Background: an optimization exercise with open tools, aiming at small area and a short achievable clock period. Do not read the settings as production practice.
In this exercise RTL edits were held to simulation tests only and were not proved equivalent to the original.
Power figures rest on the tool's default switching activity, not on a simulated workload.

## flow/run.sh

```bash
#!/bin/bash
# The standard ORFS layout (the standard.sh, standard synthesis included),
# with timing repair aimed at a 6.5 ns setup margin instead of the default:
# the design's paths are far shorter than the 12 ns clock, and the default
# margin stops the repair long before they are as fast as they can be made.
set -euo pipefail
bash standard.sh SETUP_SLACK_MARGIN=6.5 finish > standard_flow.log 2>&1
```

## standard.sh

```bash
#!/bin/bash
# synth_recipe.tcl (not shown) runs the flow's synth.tcl, then flattens the netlist and writes it again
# the make line also repeats each setting of config.mk as NAME=value (left out here)
make -C /OpenROAD-flow-scripts/flow DESIGN_CONFIG=/design/flow/config.mk WORK_HOME=/design/flow/orfs CLKGATE_MAP_FILE= SYNTH_SCRIPT=/design/flow/synth_recipe.tcl "${@:-finish}"
```

## config.mk

```make
export PLATFORM = sky130hd
export DESIGN_NAME = NoC
export DESIGN_NICKNAME = NoC
export VERILOG_FILES = /design/flow/design.v
export SDC_FILE = /design/flow/constraint.sdc
export NUM_CORES = 8
export LEC_CHECK = 0
export CAP_MARGIN = 30
export CORE_MARGIN = 2
export CORE_UTILIZATION = 35
export PLACE_DENSITY = 0.45
export SLEW_MARGIN = 30
```

## constraint.sdc

```tcl
create_clock -name core_clock -period 12.0 [get_ports {clk}]
set_input_delay 2.4000 -clock core_clock [delete_from_list [all_inputs] [get_ports {clk}]]
set_output_delay 2.4000 -clock core_clock [all_outputs]
set_load 0.01 [all_outputs]
```

## design.v

```verilog
module NoC (
    input wire clk,
    input wire rst,
    input wire [3:0] in_west,
    input wire [3:0] in_south,
    input wire [3:0] in_east,
    input wire [3:0] in_north,
    input wire [1:0] west_sel,
    input wire [1:0] south_sel,
    input wire [1:0] east_sel,
    input wire [1:0] north_sel,
    input wire in_west_valid,
    input wire in_south_valid,
    input wire in_east_valid,
    input wire in_north_valid,
    input wire in_west_vc,
    input wire in_south_vc,
    input wire in_east_vc,
    input wire in_north_vc,
    output wire [3:0] out_west,
    output wire [3:0] out_south,
    output wire [3:0] out_east,
    output wire [3:0] out_north,
    output wire out_west_valid,
    output wire out_south_valid,
    output wire out_east_valid,
    output wire out_north_valid,
    output wire out_west_vc,
    output wire out_south_vc,
    output wire out_east_vc,
    output wire out_north_vc
);
    wire [3:0] s_in    [0:3];
    wire       s_valid [0:3];
    wire       s_vc    [0:3];
    wire [1:0] s_sel   [0:3];
    assign s_in[0] = in_west;  assign s_valid[0] = in_west_valid;  assign s_vc[0] = in_west_vc;  assign s_sel[0] = west_sel;
    assign s_in[1] = in_south; assign s_valid[1] = in_south_valid; assign s_vc[1] = in_south_vc; assign s_sel[1] = south_sel;
    assign s_in[2] = in_east;  assign s_valid[2] = in_east_valid;  assign s_vc[2] = in_east_vc;  assign s_sel[2] = east_sel;
    assign s_in[3] = in_north; assign s_valid[3] = in_north_valid; assign s_vc[3] = in_north_vc; assign s_sel[3] = north_sel;
    wire [63:0] de_data  [0:11];
    wire        de_valid [0:11];
    wire        de_vc    [0:11];
    wire [64:0] se_data  [0:11];
    wire        se_valid [0:11];
    wire        se_vc    [0:11];
    wire [3:0]  so_data  [0:11];
    wire        so_valid [0:11];
    wire        so_vc    [0:11];
    genvar e;
    generate
        for (e = 0; e < 12; e = e + 1) begin : edge_port
            Deserializer des (
                .clk(clk), .rst(rst),
                .data_in(s_in[e/3]), .valid_in(s_valid[e/3] && s_sel[e/3] == (e%3)), .vc_in(s_vc[e/3]),
                .data_out(de_data[e]), .valid_out(de_valid[e]), .vc_out(de_vc[e])
            );
            Serializer ser (
                .clk(clk), .rst(rst),
                .data_in(se_data[e][63:0]), .valid_in(se_valid[e]), .vc_in(se_vc[e]),
                .data_out(so_data[e]), .valid_out(so_valid[e]), .vc_out(so_vc[e])
            );
        end
    endgenerate
    wire [3:0] o_data  [0:3];
    wire       o_valid [0:3];
    wire       o_vc    [0:3];
    genvar s;
    generate
        for (s = 0; s < 4; s = s + 1) begin : side_out
            assign o_data[s]  = (s_sel[s] == 2'd0) ? so_data[s*3]  : (s_sel[s] == 2'd1) ? so_data[s*3+1]  :
                                (s_sel[s] == 2'd2) ? so_data[s*3+2]  : 4'b0;
            assign o_valid[s] = (s_sel[s] == 2'd0) ? so_valid[s*3] : (s_sel[s] == 2'd1) ? so_valid[s*3+1] :
                                (s_sel[s] == 2'd2) ? so_valid[s*3+2] : 1'b0;
            assign o_vc[s]    = (s_sel[s] == 2'd0) ? so_vc[s*3]    : (s_sel[s] == 2'd1) ? so_vc[s*3+1]    :
                                (s_sel[s] == 2'd2) ? so_vc[s*3+2]    : 1'b0;
        end
    endgenerate
    assign out_west  = o_data[0]; assign out_west_valid  = o_valid[0]; assign out_west_vc  = o_vc[0];
    assign out_south = o_data[1]; assign out_south_valid = o_valid[1]; assign out_south_vc = o_vc[1];
    assign out_east  = o_data[2]; assign out_east_valid  = o_valid[2]; assign out_east_vc  = o_vc[2];
    assign out_north = o_data[3]; assign out_north_valid = o_valid[3]; assign out_north_vc = o_vc[3];
    reg [2:0] lcred;
    always @(posedge clk or posedge rst) begin
        if (rst) lcred <= 3'd4;
        else lcred <= lcred + 3'd1;
    end
    wire lavail = (lcred != 3'd0);
    wire [259:0] r_in_data   [0:8];
    wire [3:0]   r_in_valid  [0:8];
    wire [3:0]   r_in_vc     [0:8];
    wire [7:0]   r_cred_in   [0:8];
    wire [259:0] r_out_data  [0:8];
    wire [3:0]   r_out_valid [0:8];
    wire [3:0]   r_out_vc    [0:8];
    wire [7:0]   r_cred_out  [0:8];
    genvar x, y;
    generate
        for (x = 1; x <= 3; x = x + 1) begin : col
            for (y = 1; y <= 3; y = y + 1) begin : row
                localparam integer R = (x-1)*3 + (y-1);
                Router #(.X(x), .Y(y)) router (
                    .clk(clk), .rst(rst),
                    .in_data(r_in_data[R]), .in_valid(r_in_valid[R]), .in_vc(r_in_vc[R]),
                    .cred_in(r_cred_in[R]), .lavail(lavail),
                    .out_data(r_out_data[R]), .out_valid(r_out_valid[R]), .out_vc(r_out_vc[R]),
                    .cred_out(r_cred_out[R])
                );
                if (y < 3) begin : n_in
                    assign r_in_data[R][0*65 +: 65] = r_out_data[R+1][2*65 +: 65];
                    assign r_in_valid[R][0] = r_out_valid[R+1][2];
                    assign r_in_vc[R][0]    = r_out_vc[R+1][2];
                    assign r_cred_in[R][1:0] = r_cred_out[R+1][5:4];
                end else begin : n_edge
                    assign r_in_data[R][0*65 +: 65] = {|de_data[9+x-1], de_data[9+x-1]};
                    assign r_in_valid[R][0] = de_valid[9+x-1];
                    assign r_in_vc[R][0]    = de_vc[9+x-1];
                    assign r_cred_in[R][1:0] = 2'b11;
                    assign se_data[9+x-1]  = r_out_data[R][0*65 +: 65];
                    assign se_valid[9+x-1] = r_out_valid[R][0];
                    assign se_vc[9+x-1]    = r_out_vc[R][0];
                end
                if (x < 3) begin : e_in
                    assign r_in_data[R][1*65 +: 65] = r_out_data[R+3][3*65 +: 65];
                    assign r_in_valid[R][1] = r_out_valid[R+3][3];
                    assign r_in_vc[R][1]    = r_out_vc[R+3][3];
                    assign r_cred_in[R][3:2] = r_cred_out[R+3][7:6];
                end else begin : e_edge
                    assign r_in_data[R][1*65 +: 65] = {|de_data[6+y-1], de_data[6+y-1]};
                    assign r_in_valid[R][1] = de_valid[6+y-1];
                    assign r_in_vc[R][1]    = de_vc[6+y-1];
                    assign r_cred_in[R][3:2] = 2'b11;
                    assign se_data[6+y-1]  = r_out_data[R][1*65 +: 65];
                    assign se_valid[6+y-1] = r_out_valid[R][1];
                    assign se_vc[6+y-1]    = r_out_vc[R][1];
                end
                if (y > 1) begin : s_in
                    assign r_in_data[R][2*65 +: 65] = r_out_data[R-1][0*65 +: 65];
                    assign r_in_valid[R][2] = r_out_valid[R-1][0];
                    assign r_in_vc[R][2]    = r_out_vc[R-1][0];
                    assign r_cred_in[R][5:4] = r_cred_out[R-1][1:0];
                end else begin : s_edge
                    assign r_in_data[R][2*65 +: 65] = {|de_data[3+x-1], de_data[3+x-1]};
                    assign r_in_valid[R][2] = de_valid[3+x-1];
                    assign r_in_vc[R][2]    = de_vc[3+x-1];
                    assign r_cred_in[R][5:4] = 2'b11;
                    assign se_data[3+x-1]  = r_out_data[R][2*65 +: 65];
                    assign se_valid[3+x-1] = r_out_valid[R][2];
                    assign se_vc[3+x-1]    = r_out_vc[R][2];
                end
                if (x > 1) begin : w_in
                    assign r_in_data[R][3*65 +: 65] = r_out_data[R-3][1*65 +: 65];
                    assign r_in_valid[R][3] = r_out_valid[R-3][1];
                    assign r_in_vc[R][3]    = r_out_vc[R-3][1];
                    assign r_cred_in[R][7:6] = r_cred_out[R-3][3:2];
                end else begin : w_edge
                    assign r_in_data[R][3*65 +: 65] = {|de_data[0+y-1], de_data[0+y-1]};
                    assign r_in_valid[R][3] = de_valid[0+y-1];
                    assign r_in_vc[R][3]    = de_vc[0+y-1];
                    assign r_cred_in[R][7:6] = 2'b11;
                    assign se_data[0+y-1]  = r_out_data[R][3*65 +: 65];
                    assign se_valid[0+y-1] = r_out_valid[R][3];
                    assign se_vc[0+y-1]    = r_out_vc[R][3];
                end
            end
        end
    endgenerate
endmodule
module Router #(
    parameter X = 1,
    parameter Y = 1
) (
    input  wire         clk,
    input  wire         rst,
    input  wire [259:0] in_data,     
    input  wire [3:0]   in_valid,
    input  wire [3:0]   in_vc,
    input  wire [7:0]   cred_in,     
    input  wire         lavail,      
    output wire [259:0] out_data,
    output wire [3:0]   out_valid,
    output wire [3:0]   out_vc,
    output wire [7:0]   cred_out     
);
    wire [15:0] rc_hdr [0:3];
    wire [64:0] cbs    [0:3];
    wire [3:0]  rc_nz, rc_valid, rc_vc, req, sa_vc, cgrant;
    wire [1:0]  vgrant [0:3];
    genvar p;
    generate
        for (p = 0; p < 4; p = p + 1) begin : ib
            Buffer buffer (
                .clk(clk), .rst(rst),
                .din(in_data[p*65 +: 65]), .dvalid(in_valid[p]), .dvc(in_vc[p]),
                .vgrant(vgrant[p]), .cgrant(cgrant[p]),
                .notfull(cred_out[2*p +: 2]),
                .rc_hdr(rc_hdr[p]), .rc_nz(rc_nz[p]), .rc_valid(rc_valid[p]), .rc_vc(rc_vc[p]),
                .req(req[p]), .sa_vc(sa_vc[p]), .cbs(cbs[p])
            );
        end
    endgenerate
    reg  [2:0] cred [0:7];
    wire [9:0] av;
    genvar d;
    generate
        for (d = 0; d < 8; d = d + 1) begin : cr
            assign av[d] = (cred[d] != 3'd0);
        end
    endgenerate
    assign av[9:8] = {lavail, lavail};
    function [5:0] rcomp;
        input [2:0] dy, dx;
        input [9:0] a;
        reg lx, gx, ly, gy, ey, aw;
        reg [4:0] oh;
        reg [1:0] pa;
        begin
            lx = dx < X; gx = dx > X;
            ly = dy < Y; gy = dy > Y; ey = (dy == Y);
            aw = a[6] | a[7];
            oh[3] = lx & (aw | ey);
            oh[0] = gy & ~(lx & aw);
            oh[2] = ly & ~(lx & aw);
            oh[1] = gx & ey;
            oh[4] = ~lx & ~gx & ey;
            pa = ({2{oh[0]}} & a[1:0]) | ({2{oh[1]}} & a[3:2]) | ({2{oh[2]}} & a[5:4]) |
                 ({2{oh[3]}} & a[7:6]) | ({2{oh[4]}} & a[9:8]);
            rcomp = {oh, ~pa[0] & pa[1]};
        end
    endfunction
    function [2:0] enc5;
        input [4:0] oh;
        begin
            enc5 = {oh[4], oh[3] | oh[2], oh[3] | oh[1]};
        end
    endfunction
    reg  [31:0] tbl;             
    wire [5:0]  comp  [0:3];
    wire [4:0]  poh   [0:3];     
    wire [3:0]  rvc;
    wire [3:0]  is_head;
    wire [3:0]  tent  [0:3];
    generate
        for (p = 0; p < 4; p = p + 1) begin : rc
            assign is_head[p] = (rc_hdr[p][9:7] == 3'b000);
            assign comp[p]  = rcomp(rc_hdr[p][15:13], rc_hdr[p][12:10], av);
            assign tent[p]  = tbl[rc_hdr[p][2:0]*4 +: 4];
            assign poh[p]   = is_head[p] ? comp[p][5:1] :
                              {tent[p][3:1] == 3'd4, tent[p][3:1] == 3'd3, tent[p][3:1] == 3'd2,
                               tent[p][3:1] == 3'd1, tent[p][3:1] == 3'd0};
            assign rvc[p]   = is_head[p] ? comp[p][0] : tent[p][0];
        end
    endgenerate
    integer k;
    always @(posedge clk or posedge rst) begin
        if (rst) tbl <= 32'b0;
        else begin
            for (k = 0; k < 4; k = k + 1)
                if (is_head[k] && rc_nz[k]) tbl[rc_hdr[k][2:0]*4 +: 4] <= {enc5(comp[k][5:1]), comp[k][0]};
        end
    end
    function [3:0] rr;
        input [3:0] l;       
        input [3:0] r;
        integer i;
        begin
            for (i = 0; i < 4; i = i + 1)
                rr[i] = r[i] & (l[(i+3)%4] |
                                (l[(i+2)%4] & ~r[(i+3)%4]) |
                                (l[(i+1)%4] & ~r[(i+2)%4] & ~r[(i+3)%4]) |
                                (l[i] & ~r[(i+1)%4] & ~r[(i+2)%4] & ~r[(i+3)%4]));
        end
    endfunction
    reg  [3:0] vlast [0:4];
    wire [3:0] vwin  [0:4];
    wire [3:0] vwon;
    wire [3:0] g;
    genvar o;
    generate
        for (o = 0; o < 5; o = o + 1) begin : va
            wire [3:0] r;
            for (p = 0; p < 4; p = p + 1) begin : rq
                assign r[p] = rc_valid[p] & poh[p][o];
            end
            assign vwin[o] = rr(vlast[o], r);
        end
        for (p = 0; p < 4; p = p + 1) begin : vg
            assign vwon[p] = vwin[0][p] | vwin[1][p] | vwin[2][p] | vwin[3][p] | vwin[4][p];
            assign g[p] = vwon[p] & |(poh[p] & (rvc[p] ? {av[9], av[7], av[5], av[3], av[1]} : {av[8], av[6], av[4], av[2], av[0]}));
            wire gv = req[p] ? sa_vc[p] : rc_vc[p];
            assign vgrant[p] = g[p] ? (gv ? 2'b10 : 2'b01) : 2'b00;
        end
    endgenerate
    always @(posedge clk or posedge rst) begin
        if (rst) begin
            for (k = 0; k < 5; k = k + 1) vlast[k] <= 4'b0001;
            for (k = 0; k < 8; k = k + 1) cred[k] <= 3'd4;
        end else begin
            for (k = 0; k < 5; k = k + 1)
                if ((vwin[k] & g) != 4'b0) vlast[k] <= vwin[k];
            for (k = 0; k < 8; k = k + 1)
                cred[k] <= cred[k] + {2'b0, cred_in[k]} - {2'b0, vgrant[k/2][k%2]};
        end
    end
    reg  [3:0] clast [0:4];
    reg  [4:0] lk;
    reg  [6:0] lid   [0:4];
    wire [3:0] cwin  [0:4];
    wire [2:0] wtype [0:4];
    wire [6:0] wid   [0:4];
    generate
        for (o = 0; o < 5; o = o + 1) begin : sa
            wire [3:0] r;
            for (p = 0; p < 4; p = p + 1) begin : rq
                assign r[p] = req[p] & poh[p][o] &
                              (!lk[o] || cbs[p][54:48] == lid[o]);
            end
            assign cwin[o] = rr(clast[o], r);
            assign wtype[o] = ({3{cwin[o][0]}} & cbs[0][57:55]) | ({3{cwin[o][1]}} & cbs[1][57:55]) |
                              ({3{cwin[o][2]}} & cbs[2][57:55]) | ({3{cwin[o][3]}} & cbs[3][57:55]);
            assign wid[o]   = ({7{cwin[o][0]}} & cbs[0][54:48]) | ({7{cwin[o][1]}} & cbs[1][54:48]) |
                              ({7{cwin[o][2]}} & cbs[2][54:48]) | ({7{cwin[o][3]}} & cbs[3][54:48]);
        end
        for (p = 0; p < 4; p = p + 1) begin : sg
            assign cgrant[p] = cwin[0][p] | cwin[1][p] | cwin[2][p] | cwin[3][p] | cwin[4][p];
        end
        for (o = 0; o < 4; o = o + 1) begin : xb
            assign out_data[o*65 +: 65] = ({65{cwin[o][0]}} & cbs[0]) | ({65{cwin[o][1]}} & cbs[1]) |
                                          ({65{cwin[o][2]}} & cbs[2]) | ({65{cwin[o][3]}} & cbs[3]);
            assign out_valid[o] = cwin[o] != 4'b0;
            assign out_vc[o]    = (cwin[o] & sa_vc) != 4'b0;
        end
    endgenerate
    always @(posedge clk or posedge rst) begin
        if (rst) begin
            lk <= 5'b0;
            for (k = 0; k < 5; k = k + 1) begin
                clast[k] <= 4'b0001;
                lid[k] <= 7'd0;
            end
        end else begin
            for (k = 0; k < 5; k = k + 1) begin
                if (cwin[k] != 4'b0) begin
                    clast[k] <= cwin[k];
                    if (!lk[k]) begin
                        if (wtype[k] == 3'b000) begin
                            lk[k] <= 1'b1;
                            lid[k] <= wid[k];
                        end
                    end else if (wtype[k] == 3'b010) begin
                        lk[k] <= 1'b0;
                    end
                end
            end
        end
    end
endmodule
module Buffer (
    input  wire        clk,
    input  wire        rst,
    input  wire [64:0] din,
    input  wire        dvalid,
    input  wire        dvc,
    input  wire [1:0]  vgrant,     
    input  wire        cgrant,     
    output wire [1:0]  notfull,
    output wire [15:0] rc_hdr,     
    output wire        rc_nz,      
    output wire        rc_valid,
    output wire        rc_vc,
    output wire        req,        
    output wire        sa_vc,
    output wire [64:0] cbs
);
    wire [16:0] dh = {din[64], din[63:48]};
    wire [47:0] dp = din[47:0];
    reg [16:0] H0 [0:3];
    reg [16:0] H1 [0:3];
    reg [47:0] P0 [0:3];
    reg [47:0] P1 [0:3];
    reg [3:0] t0, t1;           
    reg [3:0] hp0, tp0, hp1, tp1;   
    reg last, gr0, gr1, cl0, cl1;
    wire ne0 = t0[0];
    wire ne1 = t1[0];
    assign notfull = {~t1[3], ~t0[3]};
    wire a0 = gr0 & ne0;
    wire a1 = gr1 & ne1;
    wire s0 = ne0 & (~ne1 | last);
    assign rc_hdr   = s0 ? H0[0][15:0] : H1[0][15:0];
    assign rc_nz    = s0 ? H0[0][16] : (ne1 & H1[0][16]);
    assign rc_valid = ne0 | ne1;
    assign rc_vc    = ~s0;
    assign req      = a0 | a1;
    assign sa_vc    = ~a0;
    wire [3:0] ps0 = hp0 & {4{a0}};
    wire [3:0] ps1 = hp1 & {4{~a0}};
    wire [47:0] pay = ({48{ps0[0]}} & P0[0]) | ({48{ps0[1]}} & P0[1]) |
                      ({48{ps0[2]}} & P0[2]) | ({48{ps0[3]}} & P0[3]) |
                      ({48{ps1[0]}} & P1[0]) | ({48{ps1[1]}} & P1[1]) |
                      ({48{ps1[2]}} & P1[2]) | ({48{ps1[3]}} & P1[3]);
    wire [16:0] hh = a0 ? H0[0] : H1[0];
    assign cbs = {hh, pay};
    wire dq0 = cgrant & a0;
    wire dq1 = cgrant & a1;
    wire eq0 = dvalid & ~dvc & ~t0[3];
    wire eq1 = dvalid &  dvc & ~t1[3];
    integer i;
    always @(posedge clk) begin
        for (i = 0; i < 4; i = i + 1) begin
            if (dq0 || (eq0 && !t0[i] && (i == 0 || t0[i > 0 ? i - 1 : 0])))
                H0[i] <= (dq0 && i < 3 && t0[i < 3 ? i + 1 : 3]) ? H0[i < 3 ? i + 1 : 3] : dh;
            if (dq1 || (eq1 && !t1[i] && (i == 0 || t1[i > 0 ? i - 1 : 0])))
                H1[i] <= (dq1 && i < 3 && t1[i < 3 ? i + 1 : 3]) ? H1[i < 3 ? i + 1 : 3] : dh;
            if (eq0 && tp0[i]) P0[i] <= dp;
            if (eq1 && tp1[i]) P1[i] <= dp;
        end
    end
    always @(posedge clk or posedge rst) begin
        if (rst) begin
            t0 <= 4'b0; t1 <= 4'b0;
            hp0 <= 4'b0001; tp0 <= 4'b0001; hp1 <= 4'b0001; tp1 <= 4'b0001;
            last <= 1'b0;
            gr0 <= 1'b0; gr1 <= 1'b0; cl0 <= 1'b0; cl1 <= 1'b0;
        end else begin
            case ({eq0, dq0})
                2'b10: t0 <= {t0[2:0], 1'b1};
                2'b01: t0 <= {1'b0, t0[3:1]};
                default: ;
            endcase
            case ({eq1, dq1})
                2'b10: t1 <= {t1[2:0], 1'b1};
                2'b01: t1 <= {1'b0, t1[3:1]};
                default: ;
            endcase
            if (eq0) tp0 <= {tp0[2:0], tp0[3]};
            if (dq0) hp0 <= {hp0[2:0], hp0[3]};
            if (eq1) tp1 <= {tp1[2:0], tp1[3]};
            if (dq1) hp1 <= {hp1[2:0], hp1[3]};
            gr0 <= vgrant[0] | (gr0 & ~cl0);
            cl0 <= ~vgrant[0] & dq0 & (H0[0][9:7] == 3'b010);
            gr1 <= vgrant[1] | (gr1 & ~cl1);
            cl1 <= ~vgrant[1] & dq1 & (H1[0][9:7] == 3'b010);
            if (cgrant) last <= sa_vc;
        end
    end
endmodule
module Serializer (
    input  wire        clk,
    input  wire        rst,
    input  wire [63:0] data_in,
    input  wire        valid_in,
    input  wire        vc_in,
    output reg  [3:0]  data_out,
    output reg         valid_out,
    output reg         vc_out
);
    reg [63:0] s [0:4];
    reg [4:0]  vcs;
    reg [4:0]  hd, tl;           
    wire [4:0] tx = {hd[0], hd[4:1]};    
    reg [2:0]  fc;
    reg [3:0]  count;
    wire sending = (count != 4'd0);
    wire do_enq = valid_in && !fc[2];
    wire do_deq = !sending && (fc != 3'd0);
    integer i;
    always @(posedge clk) begin
        for (i = 0; i < 5; i = i + 1)
            if (do_enq && tl[i]) begin
                s[i]   <= data_in;
                vcs[i] <= vc_in;
            end
    end
    reg  [63:0] cur;
    reg         nvc;
    always @(*) begin
        cur = 64'b0;
        nvc = 1'b0;
        for (i = 0; i < 5; i = i + 1) begin
            cur = cur | ({64{hd[i] & do_deq | tx[i] & ~do_deq}} & s[i]);
            nvc = nvc | (hd[i] & vcs[i]);
        end
    end
    wire [3:0] nib = cur[count*4 +: 4];
    always @(posedge clk or posedge rst) begin
        if (rst) begin
            hd <= 5'b00001; tl <= 5'b00001;
            fc <= 3'd0; count <= 4'd0;
            data_out <= 4'b0; valid_out <= 1'b0; vc_out <= 1'b0;
        end else begin
            valid_out <= do_deq || sending;
            if (do_deq || sending) data_out <= nib;
            if (do_deq) begin
                hd <= {hd[3:0], hd[4]};
                vc_out <= nvc;
                count <= 4'd1;
            end else if (sending) begin
                count <= count + 4'd1;
            end
            if (do_enq) tl <= {tl[3:0], tl[4]};
            case ({do_enq, do_deq})
                2'b10: fc <= fc + 3'd1;
                2'b01: fc <= fc - 3'd1;
                default: ;
            endcase
        end
    end
endmodule
module Deserializer (
    input  wire        clk,
    input  wire        rst,
    input  wire [3:0]  data_in,
    input  wire        valid_in,
    input  wire        vc_in,
    output reg  [63:0] data_out,
    output reg         valid_out,
    output reg         vc_out
);
    reg [3:0] count;
    always @(posedge clk or posedge rst) begin
        if (rst) begin
            data_out  <= 64'b0;
            count     <= 4'b0;
            valid_out <= 1'b0;
            vc_out    <= 1'b0;
        end else begin
            valid_out <= valid_in && (count == 4'd15);
            if (valid_in) data_out[count*4 +: 4] <= data_in;
            if (valid_in && count == 4'd0) vc_out <= vc_in;
            if (valid_in || count != 4'd0) count <= count + 4'd1;
        end
    end
endmodule
```

==> flow_summary.toml, run 1 <==
[hold_path]
min_path_type = "reg2reg"
hold_depth = 1

[cts]
cts_max_path_buffers = 6
clk_pin_slew_ns = 0.06
htreeDepth = 8
cts_sinks = 26000
cts_tree = "built"
cts.hold.buffers_added = 0
cts_buffers = 2873
clk_latency_ns = 1.93
cts_root_buf = "clkbuf_16"

[detailed_routing]
via_count = 764000
wl_per_cell_um = 37.9
drc = 0
drt_first_pass_iters = 15
ant_nets = 0
drt_iter0_drc = 111000
vias_per_cell = 6.13
routed_wl_mm = 4730

[synthesis]
ys_top_cells_by_area = "edfxtp_1 (61%), dfrtp_1 (6.8%), a22oi_1 (5.6%)"
synth_compound_area_share_pct = 14.3
syn_inst = 77700
syn_nets = 78300
synth-main-ff-cell = "edfxtp_1"
synth.most_common_cell = "edfxtp_1"
synth.area.mux_share_pct = 6.27
ys.warnings.count = 90
synth_xor_area_share_pct = 0.942
synthAdderAreaFrac_pct = 0.733
ys_types = 151
seq_area_frac_synth_pct = 68.3
syn_area_per_cell_um2 = 14.4
yosys.area.top_type = "edfxtp_1"
syn_area_um2 = 1120000
synth_edf_count = 22600
ys_seq_elements = 26000
synth.top_cells.by_count = "edfxtp_1 (22600), a22oi_1 (8359), mux2_2 (4687), nand2_1 (4671), clkbuf_1 (3401)"
synth_top_family_by_area = "compound AO/OA/AOI/OAI gates"
synthArstFlopShare_pct = 13.0
netlist.area_leader.share_pct = 60.7
yosys.area_share.simple_pct = 7.03

[sta]
clock_skew_ns = 0.108
slew-limit-headroom_pct = 19.3
finalCritPeriodShare_pct = 48.1
rsz0062_at_grt = "true"
period_needed_ns = 5.77
setup_viol = 0
finalSetupTns_ns = 0
hold_viol = 0
tightest_slew_ns = 1.21
max_freq_ghz = 0.173
hold_ws_ns = 0.409
final.setup.worst_slack_ns = 6.23
drv_slew = 0

[placement]
place_ws_ns = 4.16
place_area_um2 = 1180000
dp_hpwl_mm = 3200
gp_congestion = 0.988
port_buffers = 57

[grt]
grt_pass1_vias = 723000
grt_overflow_total = 0
grt_antenna_before_repair = 354
grt_max_degree = 142
grt_usage_pct = 28.1
grt_pass1_wl_mm = 6350

[power]
powerDensity_nw_per_um2 = 155
fin_total_pwr_uw = 202000
irDropWorstVdd_uv = 199
p_leak_uw = 0.406

[floorplanning]
core-area_um2 = 3190000
ioPinCount = 58
rows = 656
die_area_um2 = 3210000
fp.dieH_mm = 1.79
die_w_mm = 1.79
initial_utilization_pct = 35.1

[setup_path]
crit_path_end_kind = "output pin"
arrival_ns = 3.37
r2r_cells = 14
crit_fanout = 5
start_kind = "primary input"
critPathRequiredTime_ns = 9.60
crit_type = "in2out"

[job]
max-cap-violations = 0

[layout]
drive_gt1_share_pct = 20.8
nFillCells = 294000
syn_to_final_growth_pct = 16.2
stdcell_area_um2 = 1300000
final_nets = 80300

[run_status]
status = "finished clean"
logic make-up after synthesis:
logic type / count (synthesis)
AOI/OAI and AO/OA: 21600
xor gates and xnor gates: 1203
adders and majority gates: 619
buffers and inverters: 6768
DFF: 26000
muxes: 6135
and+or+nand+nor: 15400
power by group:
group | internal, uW | switching (uW) | leakage [uW]
Sequential | 101000 | 3810 | 0.215
Combinational | 3970 | 6070 | 0.147
Clock | 49100 | 38100 | 0.0446
Total | 154000 | 48000 | 0.406
layer usage:
metal	up-vias	wire length, um	global-route usage (%)
li1	318000	-	-
met1	401000	1990000	39.0
met2	37800	2050000	42.2
met3	7562	423000	6.27
met4	54	263000	12.7
met5	-	380	0.00884
cells in the final DEF (no fill, tap or decap), drive strengths merged, types with 1807 or more instances in the layout:
cell,count
edfxtp,22600
a22oi,8360
mux2,4796
nand2,4735
clkbuf,3931
buf,3875
o21ai,3058
dfrtp,3056
nor2,2224
a222oi,1974
inv,1882
a21oi,1850
nand3,1807
final cells by class:
cell class                 instances  area (um2)  share of cell area [%]
antenna                          168         420                  0.0324
clock buffer                    3891       78200                    6.02
clock inverter                  1395       13800                    1.06
inverter                        1877        7320                   0.563
multi-input combinational      44900      344000                    26.5
sequential                     26000      765000                    58.9
tap                            42400       53100                    4.09
timing repair buffer            3938       37800                    2.91
critical path, stage by stage:
cell	delay, ns
buf_16	0.13
buf_12	0.15
mux2i_4	0.20
o21ai_4	0.33
buf_6	0.16
repair_timing:
action,in CTS,in global routing
setup endpoints to repair,36500,20700
resized for setup,2585,1084
endpoints found under the hold margin,0,0
buffers inserted,562,411
gates cloned,67,35
pin swaps,228,210
worst paths after layout:
path / start / to / slack, ns
setup / recovery: south_sel[0] / out_south[3] / 6.23
hold / removal: col[1].row[3].router.ib[1].buffer.cl0$_DFF_PP0_ / col[1].row[3].router.ib[1].buffer.gr0$_DFF_PP0_ / 0.41
min in group asynchronous: rst / edge_port[1].des.data_out[63]$_DFFE_PP0P_ / 1.27
hold reg to reg: col[1].row[3].router.ib[1].buffer.cl0$_DFF_PP0_ / col[1].row[3].router.ib[1].buffer.gr0$_DFF_PP0_ / 0.41
setup reg to reg: col[2].row[3].router.ib[2].buffer.t0[0]$_DFFE_PP0P_ / col[3].row[3].router.ib[3].buffer.P1[2][26]$_DFFE_PP_ / 6.37
max in group asynchronous: rst / edge_port[8].des.data_out[14]$_DFFE_PP0P_ / 8.23
registers in the layout, summed over array words and instances, names as in the netlist, 60 cells and up:
register,count
col.row.router.ib.buffer.tp1,144
edge_port.ser.tl,60
col.row.router.lid,315
col.row.router.vlast,180
edge_port.ser.vcs,60
col.row.router.ib.buffer.tp0,144
col.row.router.ib.buffer.P0,6912
edge_port.ser.s,3840
col.row.router.ib.buffer.P1,6912
col.row.router.cred,216
col.row.router.ib.buffer.H1,2448
col.row.router.tbl,288
col.row.router.ib.buffer.t1,144
col.row.router.ib.buffer.hp0,144
edge_port.ser.hd,60
col.row.router.ib.buffer.t0,144
col.row.router.ib.buffer.hp1,144
col.row.router.clast,180
edge_port.des.data_out,768
col.row.router.ib.buffer.H0,2448
stage by stage:
step                instances  utilization [%]
detailed placement     118000             37.0
floorplan               77700                -
CTS                    124000             40.4
global placement       118000             36.9
global route           124000             40.7
finish                 125000             40.7
==> run 2: changes to the inputs <==
--- a/design.v
+++ b/design.v
@@ -335,8 +335,5 @@
         if (rst) begin
             lk <= 5'b0;
-            for (k = 0; k < 5; k = k + 1) begin
-                clast[k] <= 4'b0001;
-                lid[k] <= 7'd0;
-            end
+            for (k = 0; k < 5; k = k + 1) clast[k] <= 4'b0001;
         end else begin
             for (k = 0; k < 5; k = k + 1) begin
@@ -344,8 +341,5 @@
                     clast[k] <= cwin[k];
                     if (!lk[k]) begin
-                        if (wtype[k] == 3'b000) begin
-                            lk[k] <= 1'b1;
-                            lid[k] <= wid[k];
-                        end
+                        if (wtype[k] == 3'b000) lk[k] <= 1'b1;
                     end else if (wtype[k] == 3'b010) begin
                         lk[k] <= 1'b0;
@@ -355,4 +349,8 @@
         end
     end
+    always @(posedge clk) begin
+        for (k = 0; k < 5; k = k + 1)
+            if (cwin[k] != 4'b0 && !lk[k] && wtype[k] == 3'b000) lid[k] <= wid[k];
+    end
 endmodule
 module Buffer (
@@ -406,11 +404,31 @@
     wire eq0 = dvalid & ~dvc & ~t0[3];
     wire eq1 = dvalid &  dvc & ~t1[3];
+    wire [3:0] sh0, ld0, sh1, ld1;
+    genvar g;
+    generate
+        for (g = 0; g < 4; g = g + 1) begin : hq
+            if (g < 3) begin : mid
+                assign sh0[g] = dq0 & t0[g+1];
+                assign sh1[g] = dq1 & t1[g+1];
+            end else begin : top
+                assign sh0[g] = 1'b0;
+                assign sh1[g] = 1'b0;
+            end
+            if (g > 0) begin : up
+                assign ld0[g] = ~sh0[g] & ((dq0 & t0[g]) | (eq0 & ~t0[g] & t0[g-1]));
+                assign ld1[g] = ~sh1[g] & ((dq1 & t1[g]) | (eq1 & ~t1[g] & t1[g-1]));
+            end else begin : bot
+                assign ld0[g] = ~sh0[g] & ((dq0 & t0[g]) | (eq0 & ~t0[g]));
+                assign ld1[g] = ~sh1[g] & ((dq1 & t1[g]) | (eq1 & ~t1[g]));
+            end
+        end
+    endgenerate
     integer i;
     always @(posedge clk) begin
         for (i = 0; i < 4; i = i + 1) begin
-            if (dq0 || (eq0 && !t0[i] && (i == 0 || t0[i > 0 ? i - 1 : 0])))
-                H0[i] <= (dq0 && i < 3 && t0[i < 3 ? i + 1 : 3]) ? H0[i < 3 ? i + 1 : 3] : dh;
-            if (dq1 || (eq1 && !t1[i] && (i == 0 || t1[i > 0 ? i - 1 : 0])))
-                H1[i] <= (dq1 && i < 3 && t1[i < 3 ? i + 1 : 3]) ? H1[i < 3 ? i + 1 : 3] : dh;
+            H0[i] <= ({17{sh0[i]}} & H0[i < 3 ? i + 1 : 3]) | ({17{ld0[i]}} & dh) |
+                     ({17{~sh0[i] & ~ld0[i]}} & H0[i]);
+            H1[i] <= ({17{sh1[i]}} & H1[i < 3 ? i + 1 : 3]) | ({17{ld1[i]}} & dh) |
+                     ({17{~sh1[i] & ~ld1[i]}} & H1[i]);
             if (eq0 && tp0[i]) P0[i] <= dp;
             if (eq1 && tp1[i]) P1[i] <= dp;
--- a/config.mk
+++ b/config.mk
@@ -9,4 +9,6 @@
 export CORE_MARGIN = 2
 export CORE_UTILIZATION = 35
+export CTS_CLUSTER_DIAMETER = 100
+export CTS_CLUSTER_SIZE = 20
 export PLACE_DENSITY = 0.45
 export SLEW_MARGIN = 30
==> run 2 against run 1 <==
  * Non-clock buffer count is 353 higher
  * Critical path depth decreased by 1
  * First-iteration DRC count is 7.8% higher
  * Wire length increased by 3.6%
  * Count of clock-buffer cells in the layout fell by 1347
  * Via count rose by 4.9%
  * Core utilization is 1.4 points lower
  * Worst hold slack improved by 0.0037 ns
  * Highest routed layer unchanged
  * Cell area decreased by 4.9%
  * Sequential cell count unchanged
  * Still clean
  * Synthesized cell count is 8.0% higher
==> flow_summary.toml, run 2 <==
[run_status]
status = "finished clean"

[layout]
layout_commonest_cell = "edfxtp_1"
final_nets = 84500
multiInputGateArea_um2 = 355000
fin_cells = 127000
nFillCells = 296000
reg.largest.list = "col.row.router.ib.buffer.P0 (6912), col.row.router.ib.buffer.P1 (6912), edge_port.ser.s (3840)"
syn_to_final_growth_pct = 12.3
final_cell_mix = "edfxtp_1 (19300), a22oi_1 (9854), nand2_1 (5118), dfxtp_1 (3594), o21ai_0 (3455)"
finish.utilization_pct = 39.4
drive_gt1_share_pct = 14.0
stdcell_area_um2 = 1240000
final-seq-area_um2 = 730000

[detailed_routing]
vias_per_cell = 6.30
drc = 0
via_count = 801000
routed_wl_mm = 4900
wl_per_cell_um = 38.5
ant_nets = 0
drt_iter0_drc = 119000
drt_first_pass_iters = 15

[placement]
gp_congestion = 0.983
place_area_um2 = 1160000
dp_hpwl_mm = 3370
dp_cells = 123000
port_buffers = 57

[synthesis]
netlist.area_leader.share_pct = 52.6
synthArstFlopShare_pct = 11.8
yosys.area.top_type = "edfxtp_1"
ys.warnings.count = 90
syn_area_per_cell_um2 = 13.1
syn_nets = 84500
ys_seq_elements = 26000
synth-main-ff-cell = "edfxtp_1"
ys_top_cells_by_area = "edfxtp_1 (53%), a22oi_1 (6.7%), dfxtp_1 (6.7%)"
syn_area_um2 = 1100000
synth.most_common_cell = "edfxtp_1"
ys_types = 153
seq_area_frac_synth_pct = 66.3
synth_edf_count = 19300
synth.top_cells.by_count = "edfxtp_1 (19300), a22oi_1 (9860), nand2_1 (5280), clkbuf_1 (4334), o21ai_0 (4258)"
syn_inst = 83800

[sta]
hold_viol = 0
period_needed_ns = 5.81
finalSetupTns_ns = 0
drv_slew = 0
rsz0062_at_grt = "true"
hold_ws_ns = 0.413
finalCritPeriodShare_pct = 48.4
setup_viol = 0
slew-limit-headroom_pct = 16.8
clock_skew_ns = 0.115
max_freq_ghz = 0.172
tightest_slew_ns = 1.21

[power]
p_sw_uw = 42300
p_clk_share_pct = 33.8
p_comb_share_pct = 5.5
p_leak_uw = 0.386
powerDensity_nw_per_um2 = 137
p_int_uw = 127000
power_frac_seq_pct = 60.7
irDropWorstVdd_uv = 129
swShare_pct = 25.0

[cts]
cts_max_path_buffers = 6
cts_buffers = 1530
htreeDepth = 7
cts_tree = "built"
cts_root_buf = "clkbuf_16"
clk_latency_ns = 1.72
clk_pin_slew_ns = 0.09
cts_sinks = 26000

[floorplanning]
initial_utilization_pct = 35.1
core-area_um2 = 3140000
ioPinCount = 58
fp.dieH_mm = 1.78
rows = 651
die_w_mm = 1.78
die_area_um2 = 3160000

[grt]
grt_overflow_total = 0
grt_pass1_wl_mm = 6570
grt_antenna_before_repair = 363
grt_max_degree = 127
grt_pass1_vias = 742000
grt_usage_pct = 29.5

[job]
max-cap-violations = 0

[setup_path]
start_kind = "primary input"
crit_path_end_kind = "output pin"
crit_slowest_cell = "mux2i_4"
arrival_ns = 3.41
critPathRequiredTime_ns = 9.60
crit_chain = "buf_16, mux2i_4, o21ai_4, buf_6"
max_stage_delay_ns = 0.51
crit_type = "in2out"
crit_fanout = 5

[hold_path]
min_path_type = "reg2reg"
[run 2: changes by cell type after synthesis, moves of 488 or more]
cell and delta:
o221ai_1 +512, mux2_2 -3688, nand2_1 +609, clkbuf_1 +933
a22oi_1 +1501, o22ai_1 +488, nor2_1 +663, o21ai_0 +1402
inv_1 +1178, edfxtp_1 -3357, a21o_1 +715, a221o_1 +612
dfxtp_1 +3672
[run 2: worst paths after layout]
check	start	end	slack (ns)	cells past startpoint
max in group asynchronous	rst	col[1].row[3].router.ib[0].buffer.gr0$_DFF_PP0_	8.02	6
worst max register to register	col[3].row[2].router.ib[3].buffer.t0[0]$_DFFE_PP0P_	col[3].row[3].router.ib[2].buffer.P0[3][0]$_DFFE_PP_	6.39	15
worst min-delay path	col[3].row[3].router.ib[1].buffer.cl0$_DFF_PP0_	col[3].row[3].router.ib[1].buffer.gr0$_DFF_PP0_	0.41	1
min in group asynchronous	rst	col[2].row[1].router.ib[3].buffer.cl1$_DFF_PP0_	1.62	3
worst max-delay path	south_sel[0]	out_south_valid	6.19	4
worst min register to register	col[3].row[3].router.ib[1].buffer.cl0$_DFF_PP0_	col[3].row[3].router.ib[1].buffer.gr0$_DFF_PP0_	0.41	1
[run 2: cell families (layout without fill, tap and decap cells)]
group                    Yosys count  after routing  synth area share (%)
AO/OA/AOI/OAI                  27600          27600                  18.5
flip-flops                     26000          26000                  66.3
AND/OR/NAND/NOR                16800          16900                  7.63
buffers and inverters           8942          10100                  3.16
multiplexers                    2426           2427                  2.55
XOR/XNOR                        1405           1405                  1.12
adder cells (fa/ha/maj)          621            621                 0.747
other                              0            233                     0
[run 2: metrics by stage]
stage          setup slack [ns]  total power [uW]
6_report                   6.19            169000
5_1_grt                    6.20            174000
4_1_cts                    6.19            170000
3_5_place_dp               4.08            113000
3_3_place_gp               3.90            113000
2_1_floorplan            -32.89            108000
[run 2: layer usage]
layer	global-route usage, %	wire [um]	vias to the layer above	part of all wire, %
met4	13.7	282000	68	5.8
met5	0	863	-	0.018
li1	-	-	334000	-
met1	41.7	2070000	420000	42
met3	5.96	441000	7292	9.0
met2	43.7	2100000	40600	43
[run 2: worst max-delay path, delay by kind of cell]
family          cells  cell delay, ns
buf+inv             2            0.28
compound gates      1            0.15
mux                 1            0.51
[run 2: final cells by class]
class	count	area share (%)
Timing Repair Buffer	4291	3.24
Timing Repair inverter	4	0.00192
Inverter	3064	0.953
Multi-Input combinational cell	49000	28.7
Clock inverter	241	0.288
Antenna cell	233	0.0472
Sequential cell	26000	59.0
Tap cell	41800	4.23
Clock buffer	2544	3.47
[run 2: power groups by stage]
stage | combinational, uW | clock (uW) | sequential, uW
after CTS | 8750 | 58300 | 103000
after global routing | 9880 | 61100 | 103000
after floorplan | 6010 | 0 | 102000
after global placement | 8290 | 0 | 105000
final | 9300 | 57100 | 103000
after detailed placement | 8370 | 0 | 105000
[run 2: what timing repair did]
action	4_1_cts	5_1_grt
buffers inserted	474	366
gates resized for setup	2797	1086
pin swaps	263	200
cloned	71	24
setup endpoints to repair	33400	19300
hold buffers	0	0
==> run 3: changes to the inputs <==
--- a/design.v
+++ b/design.v
@@ -307,4 +307,5 @@
     reg  [6:0] lid   [0:4];
     wire [3:0] cwin  [0:4];
+    wire [4:0] cany;             
     wire [2:0] wtype [0:4];
     wire [6:0] wid   [0:4];
@@ -317,4 +318,5 @@
             end
             assign cwin[o] = rr(clast[o], r);
+            assign cany[o] = r != 4'b0;
             assign wtype[o] = ({3{cwin[o][0]}} & cbs[0][57:55]) | ({3{cwin[o][1]}} & cbs[1][57:55]) |
                               ({3{cwin[o][2]}} & cbs[2][57:55]) | ({3{cwin[o][3]}} & cbs[3][57:55]);
@@ -328,5 +330,5 @@
             assign out_data[o*65 +: 65] = ({65{cwin[o][0]}} & cbs[0]) | ({65{cwin[o][1]}} & cbs[1]) |
                                           ({65{cwin[o][2]}} & cbs[2]) | ({65{cwin[o][3]}} & cbs[3]);
-            assign out_valid[o] = cwin[o] != 4'b0;
+            assign out_valid[o] = cany[o];
             assign out_vc[o]    = (cwin[o] & sa_vc) != 4'b0;
         end
@@ -338,5 +340,5 @@
         end else begin
             for (k = 0; k < 5; k = k + 1) begin
-                if (cwin[k] != 4'b0) begin
+                if (cany[k]) begin
                     clast[k] <= cwin[k];
                     if (!lk[k]) begin
@@ -351,5 +353,5 @@
     always @(posedge clk) begin
         for (k = 0; k < 5; k = k + 1)
-            if (cwin[k] != 4'b0 && !lk[k] && wtype[k] == 3'b000) lid[k] <= wid[k];
+            if (cany[k] && !lk[k] && wtype[k] == 3'b000) lid[k] <= wid[k];
     end
 endmodule
@@ -478,9 +480,10 @@
     reg [4:0]  hd, tl;           
     wire [4:0] tx = {hd[0], hd[4:1]};    
-    reg [2:0]  fc;
     reg [3:0]  count;
     wire sending = (count != 4'd0);
-    wire do_enq = valid_in && !fc[2];
-    wire do_deq = !sending && (fc != 3'd0);
+    wire empty = (tl & hd) != 5'b0;
+    wire full  = (tl & tx) != 5'b0;
+    wire do_enq = valid_in && !full;
+    wire do_deq = !sending && !empty;
     integer i;
     always @(posedge clk) begin
@@ -505,5 +508,5 @@
         if (rst) begin
             hd <= 5'b00001; tl <= 5'b00001;
-            fc <= 3'd0; count <= 4'd0;
+            count <= 4'd0;
             data_out <= 4'b0; valid_out <= 1'b0; vc_out <= 1'b0;
         end else begin
@@ -518,9 +521,4 @@
             end
             if (do_enq) tl <= {tl[3:0], tl[4]};
-            case ({do_enq, do_deq})
-                2'b10: fc <= fc + 3'd1;
-                2'b01: fc <= fc - 3'd1;
-                default: ;
-            endcase
         end
     end
==> flow/run.sh (replaced) <==
#!/bin/bash
# The standard ORFS layout (the standard.sh, standard synthesis included),
# with timing repair aimed at a 6.5 ns setup margin instead of the default and
# allowed to resize cells to other footprints: the design's paths are far
# shorter than the 12 ns clock, and the default repair stops long before they
# are as fast as they can be made.
set -euo pipefail
bash standard.sh SETUP_SLACK_MARGIN=6.5 MATCH_CELL_FOOTPRINT=0 finish > standard_flow.log 2>&1
==> run 3 against run 2 <==
  * Still clean on timing, DRC and antenna
  * Core utilization down 0.099 points
  * First-iteration DRC count is 5.3% lower
  * Maximum frequency rose by 1.4%
  * Die area barely moved
  * Cell area is 0.28% lower
  * Global-route usage decreased by 0.49 points
  * Critical path depth grew 1
  * Clock power barely moved
  * Critical endpoint is now out_north[3]
  * Largest power group unchanged
==> flow_summary.toml, run 3 <==
[synthesis]
syn_nets = 84900
synthArstFlopShare_pct = 11.7
ys_types = 162
syn_inst = 84200
synth.top_cells.by_count = "edfxtp_1 (19300), a22oi_1 (9850), nand2_1 (5725), o21ai_0 (4463), clkbuf_1 (4253)"
netlist.area_leader.share_pct = 52.6
syn_area_um2 = 1100000
seq_area_frac_synth_pct = 66.2
ys_seq_elements = 26000
ys_top_cells_by_area = "edfxtp_1 (53%), a22oi_1 (6.7%), dfxtp_1 (6.7%)"
syn_area_per_cell_um2 = 13.1
yosys.area.top_type = "edfxtp_1"
synth-main-ff-cell = "edfxtp_1"
synth.most_common_cell = "edfxtp_1"
ys.warnings.count = 90
synth_edf_count = 19300

[sta]
clock_skew_ns = 0.176
rsz0062_at_grt = "true"
drv_slew = 0
finalSetupTns_ns = 0
tightest_slew_ns = 1.25
slew-limit-headroom_pct = 16.4
hold_viol = 0
finalCritPeriodShare_pct = 47.7
max_freq_ghz = 0.175
setup_viol = 0
period_needed_ns = 5.73

[layout]
layout_commonest_cell = "edfxtp_1"
nFillCells = 296000
final_nets = 84800
drive_gt1_share_pct = 13.8
reg.largest.list = "col.row.router.ib.buffer.P0 (6912), col.row.router.ib.buffer.P1 (6912), edge_port.ser.s (3840)"
final_cell_mix = "edfxtp_1 (19300), a22oi_1 (9840), nand2_1 (5524), o21ai_0 (3830), dfxtp_1 (3600)"
fin_cells = 127000
syn_to_final_growth_pct = 12.1
finish.utilization_pct = 39.3

[floorplanning]
initial_utilization_pct = 35.1
core-area_um2 = 3140000
die_w_mm = 1.78
rows = 651
fp.dieH_mm = 1.78
ioPinCount = 58
die_area_um2 = 3160000

[power]
irDropWorstVdd_uv = 141
p_leak_uw = 0.383
powerDensity_nw_per_um2 = 139

[run_status]
status = "finished clean"

[cts]
cts_tree = "built"
cts_buffers = 1528
clk_latency_ns = 1.75
htreeDepth = 7
cts_max_path_buffers = 6
cts_root_buf = "clkbuf_16"
cts.hold.buffers_added = 0
clk_pin_slew_ns = 0.09
cts_sinks = 26000

[grt]
grt_max_degree = 134
grt_overflow_total = 0
grt_usage_pct = 29.0
grt_antenna_before_repair = 305
grt_pass1_vias = 743000
grt_pass1_wl_mm = 6480

[setup_path]
arrival_ns = 3.33
start_kind = "primary input"
rrSetupSlack_ns = 6.32
r2r_end = "edge_port[0].ser.s[1][18]$_DFFE_PP_"
crit_type = "in2out"
crit_chain = "buf_16, buf_12, mux2i_4, o21ai_4, buf_6"
crit_slowest_cell = "o21ai_4"
r2r_cells = 14
r2r_start = "col[1].row[1].router.ib[1].buffer.t0[0]$_DFFE_PP0P_"
crit_start = "north_sel[0]"
crit_path_end_kind = "output pin"
critPathRequiredTime_ns = 9.60
max_stage_delay_ns = 0.26
crit_fanout = 7

[placement]
port_buffers = 57
gp_congestion = 0.986
dp_cells = 124000
dp_hpwl_mm = 3310

[detailed_routing]
routed_wl_mm = 4810
via_count = 796000
wl_per_cell_um = 37.8
vias_per_cell = 6.25
drc = 0
drt_iter0_drc = 113000
ant_nets = 0
drt_first_pass_iters = 17

[hold_path]
hold_depth = 2
min_path_type = "reg2reg"
hold_start = "col[1].row[1].router.ib[3].buffer.H1[1][13]$_DFF_P_"
min_to = "col[1].row[1].router.ib[3].buffer.H1[0][13]$_DFF_P_"

[job]
max-cap-violations = 0
==> run 3: changes by cell type in the layout (fill, tap and decap cells not counted), moves of 90 or more <==
| cell | delta |
|---|---|
| nand2b_1 | +136 |
| mux2i_1 | +90 |
| a21o_1 | -168 |
| xnor2_1 | -106 |
| a222oi_1 | -222 |
| nor2_1 | +520 |
| a32oi_1 | +105 |
| buf_8 | -145 |
| o21ai_0 | +375 |
| nand3_1 | -353 |
| o22ai_1 | -96 |
| inv_1 | -234 |
| a221o_1 | -329 |
| nand2_1 | +406 |
==> run 3: timing repair <==
| item | CTS | global route |
|---|---|---|
| pin swaps | 238 | 179 |
| gates resized for setup | 2641 | 1072 |
| gates cloned | 42 | 25 |
| buffers inserted | 465 | 329 |
| setup endpoints to repair | 33200 | 18200 |
==> run 3: stage by stage <==
step,hold slack [ns],area (um2),power (uW),setup slack [ns]
6_report,0.376,1230000,171000,6.27
5_1_grt,0.399,1230000,176000,6.29
4_1_cts,0.378,1220000,171000,6.29
3_5_place_dp,0.409,1160000,114000,4.05
3_3_place_gp,0.403,1160000,114000,4.05
2_1_floorplan,0.400,1100000,109000,-32.39
==> run 3: logic make-up (layout without fill, tap and decap cells) <==
group | Yosys count | count (layout) | synth area share (%)
flip-flops | 26000 | 26000 | 66.2
buffers and inverters | 8642 | 9763 | 3.07
multiplexers | 2519 | 2519 | 2.67
other | 0 | 151 | 0
XOR/XNOR | 1236 | 1236 | 0.984
adder cells (fa/ha/maj) | 599 | 599 | 0.714
AND/OR/NAND/NOR | 17700 | 17700 | 7.94
AO/OA/AOI/OAI | 27600 | 27600 | 18.4
==> run 3: area by class of cell <==
| class | count | area, um2 | area share, % |
|---|---|---|---|
| Multi-Input combinational cell | 49700 | 357000 | 28.9 |
| Clock buffer | 2519 | 42600 | 3.46 |
| Timing Repair Buffer | 4157 | 37200 | 3.02 |
| Antenna cell | 151 | 378 | 0.0307 |
| Clock inverter | 256 | 4110 | 0.333 |
| Tap cell | 41800 | 52300 | 4.24 |
| Timing Repair inverter | 7 | 40.0 | 0.00325 |
| Sequential cell | 26000 | 729000 | 59.1 |
| Inverter | 2824 | 10900 | 0.881 |
==> run 3: power by group <==
part	internal [uW]	total, uW	switching [uW]
sequential	98400	103000	4490
combinational	3610	10500	6930
clock	25200	57300	32100
total	127000	171000	43500
==> run 3: worst max path at each step <==
| stage | end | slack (ns) | depth (start not counted) |
|---|---|---|---|
| after global placement | col[3].row[2].router.ib[3].buffer.H1[0][12]$_DFF_P_ | 4.05 | 13 |
| final | out_north[3] | 6.27 | 5 |
| after CTS | out_north[1] | 6.29 | 7 |
| after global routing | out_north[3] | 6.29 | 7 |
| after floorplan | col[1].row[1].router.clast[0][1]$_DFFE_PP0N_ | -32.39 | 1 |
| after detailed placement | col[3].row[3].router.lid[2][3]$_DFFE_PP_ | 4.05 | 16 |
==> run 3: critical path: cells and delay by family <==
kind	cells	cell delay (ns)
buffers and inverters	3	0.42
muxes	1	0.21
AOI/OAI and AO/OA	1	0.26
==> run 3: layer usage <==
layer / GRT usage (%) / up-vias / part of all wire (%)
li1: - / 334000 / -
met1: 40.7 / 416000 / 42
met2: 43.0 / 39000 / 43
met3: 5.83 / 7235 / 8.8
met4: 14.2 / 56 / 6.1
met5: 0.00599 / - / 0.010
==> run 4: changes to the inputs <==
--- a/design.v
+++ b/design.v
@@ -272,5 +272,11 @@
         end
     endfunction
-    reg  [3:0] vlast [0:4];
+    function [1:0] enc4;
+        input [3:0] oh;
+        begin
+            enc4 = {oh[3] | oh[2], oh[3] | oh[1]};
+        end
+    endfunction
+    reg  [1:0] vlast [0:4];      
     wire [3:0] vwin  [0:4];
     wire [3:0] vwon;
@@ -283,5 +289,5 @@
                 assign r[p] = rc_valid[p] & poh[p][o];
             end
-            assign vwin[o] = rr(vlast[o], r);
+            assign vwin[o] = rr(4'b0001 << vlast[o], r);
         end
         for (p = 0; p < 4; p = p + 1) begin : vg
@@ -294,14 +300,14 @@
     always @(posedge clk or posedge rst) begin
         if (rst) begin
-            for (k = 0; k < 5; k = k + 1) vlast[k] <= 4'b0001;
+            for (k = 0; k < 5; k = k + 1) vlast[k] <= 2'd0;
             for (k = 0; k < 8; k = k + 1) cred[k] <= 3'd4;
         end else begin
             for (k = 0; k < 5; k = k + 1)
-                if ((vwin[k] & g) != 4'b0) vlast[k] <= vwin[k];
+                if ((vwin[k] & g) != 4'b0) vlast[k] <= enc4(vwin[k]);
             for (k = 0; k < 8; k = k + 1)
                 cred[k] <= cred[k] + {2'b0, cred_in[k]} - {2'b0, vgrant[k/2][k%2]};
         end
     end
-    reg  [3:0] clast [0:4];
+    reg  [1:0] clast [0:4];      
     reg  [4:0] lk;
     reg  [6:0] lid   [0:4];
@@ -317,5 +323,5 @@
                               (!lk[o] || cbs[p][54:48] == lid[o]);
             end
-            assign cwin[o] = rr(clast[o], r);
+            assign cwin[o] = rr(4'b0001 << clast[o], r);
             assign cany[o] = r != 4'b0;
             assign wtype[o] = ({3{cwin[o][0]}} & cbs[0][57:55]) | ({3{cwin[o][1]}} & cbs[1][57:55]) |
@@ -337,9 +343,9 @@
         if (rst) begin
             lk <= 5'b0;
-            for (k = 0; k < 5; k = k + 1) clast[k] <= 4'b0001;
+            for (k = 0; k < 5; k = k + 1) clast[k] <= 2'd0;
         end else begin
             for (k = 0; k < 5; k = k + 1) begin
                 if (cany[k]) begin
-                    clast[k] <= cwin[k];
+                    clast[k] <= enc4(cwin[k]);
                     if (!lk[k]) begin
                         if (wtype[k] == 3'b000) lk[k] <= 1'b1;
@@ -478,10 +484,13 @@
     reg [63:0] s [0:4];
     reg [4:0]  vcs;
-    reg [4:0]  hd, tl;           
-    wire [4:0] tx = {hd[0], hd[4:1]};    
+    reg [2:0]  hb, tb;           
+    wire [2:0] xb = (hb == 3'd0) ? 3'd4 : hb - 3'd1;    
+    wire [4:0] hd = 5'b00001 << hb;
+    wire [4:0] tl = 5'b00001 << tb;
+    wire [4:0] tx = 5'b00001 << xb;
     reg [3:0]  count;
     wire sending = (count != 4'd0);
-    wire empty = (tl & hd) != 5'b0;
-    wire full  = (tl & tx) != 5'b0;
+    wire empty = (tb == hb);
+    wire full  = (tb == xb);
     wire do_enq = valid_in && !full;
     wire do_deq = !sending && !empty;
@@ -507,5 +516,5 @@
     always @(posedge clk or posedge rst) begin
         if (rst) begin
-            hd <= 5'b00001; tl <= 5'b00001;
+            hb <= 3'd0; tb <= 3'd0;
             count <= 4'd0;
             data_out <= 4'b0; valid_out <= 1'b0; vc_out <= 1'b0;
@@ -514,5 +523,5 @@
             if (do_deq || sending) data_out <= nib;
             if (do_deq) begin
-                hd <= {hd[3:0], hd[4]};
+                hb <= (hb == 3'd4) ? 3'd0 : hb + 3'd1;
                 vc_out <= nvc;
                 count <= 4'd1;
@@ -520,5 +529,5 @@
                 count <= count + 4'd1;
             end
-            if (do_enq) tl <= {tl[3:0], tl[4]};
+            if (do_enq) tb <= (tb == 3'd4) ? 3'd0 : tb + 3'd1;
         end
     end
==> run 4 against run 3 <==
  * Synthesized cell count decreased by 1.7%
  * Cell area decreased by 0.92%
  * Final cell count shrank 1.4%
  * Sequential power is 13% higher
  * Critical path type is now reg2reg
==> flow_summary.toml, run 4 <==
[setup_path]
crit_type = "reg2reg"
r2r_end = "col[3].row[3].router.ib[3].buffer.P1[2][3]$_DFFE_PP_"
crit_chain = "mux4_2, nor2_1, o21ai_0, o221ai_2, a41oi_2, a211o_1, o31ai_4, a221oi_4, buf_4, buf_4, a22o_1, a221o_1"
r2r_cells = 12
crit_top_cell = "buf_4"
start_kind = "flip-flop"
rrSetupSlack_ns = 6.34
crit_slowest_cell = "dfrtp_1"
crit_fanout = 47
max_stage_delay_ns = 1.01
arrival_ns = 6.94
crit_path_end_kind = "flip-flop"
r2r_start = "col[2].row[3].router.tbl[3]$_DFF_PP0_"
critPathRequiredTime_ns = 13.29

[power]
powerDensity_nw_per_um2 = 221
p_leak_uw = 0.397
p_int_uw = 160000
fin_total_pwr_uw = 270000
p_comb_share_pct = 36.0
p_sw_uw = 110000
power_frac_seq_pct = 43.0
irDropWorstVdd_uv = 257
swShare_pct = 40.7
p_clk_share_pct = 21.0

[cts]
cts_root_buf = "clkbuf_16"
cts_tree = "built"
clk_latency_ns = 1.72
htreeDepth = 7
cts.hold.buffers_added = 0
cts_sinks = 25700
clk_pin_slew_ns = 0.10
cts_max_path_buffers = 6
cts_buffers = 1513

[floorplanning]
initial_utilization_pct = 35.0
ioPinCount = 58
rows = 648
fp.dieH_mm = 1.77
die_area_um2 = 3120000
die_w_mm = 1.77
core-area_um2 = 3110000

[grt]
grt_overflow_total = 0
grt_use_met1_pct = 40.7
grt_max_degree = 121
grt_pass1_wl_mm = 6440
gr-max-usage-layer = "met2"
use_met3_pct = 5.67
globalRouteMet2Util_pct = 43.9
grt_antenna_before_repair = 387
grt_usage_pct = 29.1
grt_pass1_vias = 734000

[synthesis]
ys_top_cells_by_area = "edfxtp_1 (53%), dfxtp_1 (6.8%), a22oi_1 (6.1%)"
syn_area_um2 = 1090000
synth_edf_count = 19300
synth.most_common_cell = "edfxtp_1"
syn_nets = 83600
ys_types = 155
syn_inst = 82800
netlist.area_leader.share_pct = 53.1
ys_seq_elements = 25700
synth.top_cells.by_count = "edfxtp_1 (19300), a22oi_1 (8780), nand2_1 (6378), clkbuf_1 (4399), o21ai_0 (4261)"
synth-main-ff-cell = "edfxtp_1"
ys.warnings.count = 90
yosys.area.top_type = "edfxtp_1"
synthArstFlopShare_pct = 10.9
seq_area_frac_synth_pct = 66.4
syn_area_per_cell_um2 = 13.1

[job]
max-cap-violations = 0

[sta]
clock_skew_ns = 0.140
finalSetupTns_ns = 0
max_freq_ghz = 0.177
finalCritPeriodShare_pct = 47.1
drv_slew = 0
rsz0062_at_grt = "true"
hold_viol = 0
setup_viol = 0
tightest_slew_ns = 1.25
slew-limit-headroom_pct = 16.8
period_needed_ns = 5.66

[detailed_routing]
vias_per_cell = 6.26
drt_iter0_drc = 114000
routed_wl_mm = 4780
wl_per_cell_um = 38.0
drt_first_pass_iters = 14
ant_nets = 0
via_count = 787000
drc = 0

[placement]
gp_congestion = 0.985
port_buffers = 57
dp_hpwl_mm = 3290

[hold_path]
min_path_type = "reg2reg"
min_to = "col[3].row[2].router.ib[0].buffer.gr0$_DFF_PP0_"
hold_start = "col[3].row[2].router.ib[0].buffer.cl0$_DFF_PP0_"
hold_depth = 1

[layout]
drive_gt1_share_pct = 13.5
syn_to_final_growth_pct = 12.2
final_nets = 83600
final_cell_mix = "edfxtp_1 (19300), a22oi_1 (8762), nand2_1 (6160), dfxtp_1 (3616), o21ai_0 (3575)"
reg.largest.list = "col.row.router.ib.buffer.P0 (6912), col.row.router.ib.buffer.P1 (6912), edge_port.ser.s (3840)"
layout_commonest_cell = "edfxtp_1"

[run_status]
status = "finished clean"
[run 4: cells by family after synthesis]
family                     after synthesis  share of synthesized area, %
AOI/OAI and AO/OA                    27300                          18.5
DFF                                  25700                          66.4
and+or+nand+nor                      16900                          7.61
buffers and inverters                 8408                          3.00
muxes                                 2404                          2.50
xor gates and xnor gates              1396                          1.12
adders and majority gates              747                         0.892
[run 4: metal layers]
layer	up-vias	routed length (um)
li1	330000	-
met1	412000	2030000
met2	38000	2080000
met3	7141	405000
met4	68	265000
met5	-	483
[run 4: layout make-up]
| cell class | count | area, um2 |
|---|---|---|
| diodes | 241 | 603 |
| clock inverters | 230 | 3760 |
| fillers | 293000 | 1890000 |
| repair buffers | 4223 | 38200 |
| inverters | 2641 | 10200 |
| well taps | 41300 | 51600 |
| clock buffers | 2503 | 42400 |
| flip-flops and latches | 25700 | 723000 |
| multi-input cells | 48700 | 352000 |
| repair inverters | 5 | 30.0 |
[run 4: how the worst max path moves through the flow]
stage | from | end | slack [ns] | depth (start not counted)
after CTS | west_sel[0] | out_west[3] | 6.30 | 7
after floorplan | rst | col[1].row[1].router.clast[0][0]$_DFFE_PP0N_ | -29.29 | 1
final | col[2].row[3].router.tbl[3]$_DFF_PP0_ | col[3].row[3].router.ib[3].buffer.P1[2][3]$_DFFE_PP_ | 6.34 | 12
after global placement | col[1].row[1].router.ib[0].buffer.t0[0]$_DFFE_PP0P_ | col[1].row[1].router.ib[2].buffer.H0[2][15]$_DFF_P_ | 3.99 | 13
after detailed placement | col[1].row[1].router.ib[0].buffer.t0[0]$_DFFE_PP0P_ | col[1].row[1].router.ib[2].buffer.H0[2][6]$_DFF_P_ | 4.08 | 13
after global routing | west_sel[0] | out_west[3] | 6.32 | 7
[run 4: stage by stage]
step	hold slack (ns)	area, um2	std cells	setup slack (ns)	utilization [%]
finish	0.354	1220000	126000	6.34	39.3
global route	0.396	1220000	125000	6.32	39.3
CTS	0.360	1210000	125000	6.30	39.0
detailed placement	0.405	1150000	122000	4.08	37.1
global placement	0.403	1150000	122000	3.99	36.9
floorplan	0.395	1090000	82800	-29.29	-
[run 4: critical path, delay by kind of cell, from the launching register on]
family | cells | cell delay, ns
AND/OR/NAND/NOR | 1 | 0.05
buffers and inverters | 2 | 0.99
AO/OA/AOI/OAI | 8 | 2.70
multiplexers | 1 | 0.40
flip-flops | 1 | 1.01
[run 4: what timing repair did]
| action | 4_1_cts | 5_1_grt |
|---|---|---|
| setup endpoints to repair | 33000 | 16500 |
| setup buffers | 454 | 285 |
| gates resized for setup | 2882 | 1009 |
| gates cloned | 71 | 9 |
| pin swaps | 253 | 127 |
[run 4: power by group through the flow]
stage	logic (uW)	clock network, uW	registers [uW]
finish	97100	56600	116000
global route	102000	60700	117000
CTS	92300	57800	116000
detailed placement	87700	0	118000
global placement	87000	0	118000
floorplan	54600	0	111000

-- re-timing with driven ports --
The flow's constraints put no driver on any port. The routed layouts listed below were extracted and timed again, unchanged, in two steps.
Step 1: set_driving_cell puts a clkbuf_16 on clk and a buf_2 on each other input, an assumption about the parent block.
Step 2 times the ports against the registers' clock, not the clock port: input delays grow and output delays shrink by t, the midpoint of the rising clock arrivals with the driver on.
Three values: ideal, step 1, step 2; two values: the first two.
| run | t, ns | slack for setup (ns) | pins driven straight from the clock port |
|---|---|---|---|
| run 1 | 2.026 | 6.229 / 6.152 / 6.152 | 1 |
| run 2 | 1.881 | 6.193 / 5.823 / 5.699 | 1 |
| run 3 | 1.891 | 6.272 / 6.202 / 5.991 | 1 |
| run 4 | 1.908 | 6.344 / 6.287 / 6.209 | 1 |
After both steps setup and hold are still met in every run listed. For run 2, which loses most, drivers alone change the setup slack by -0.370 ns; drivers and shift together by -0.494 ns. The worst setup slack also covers recovery checks on asynchronous resets.
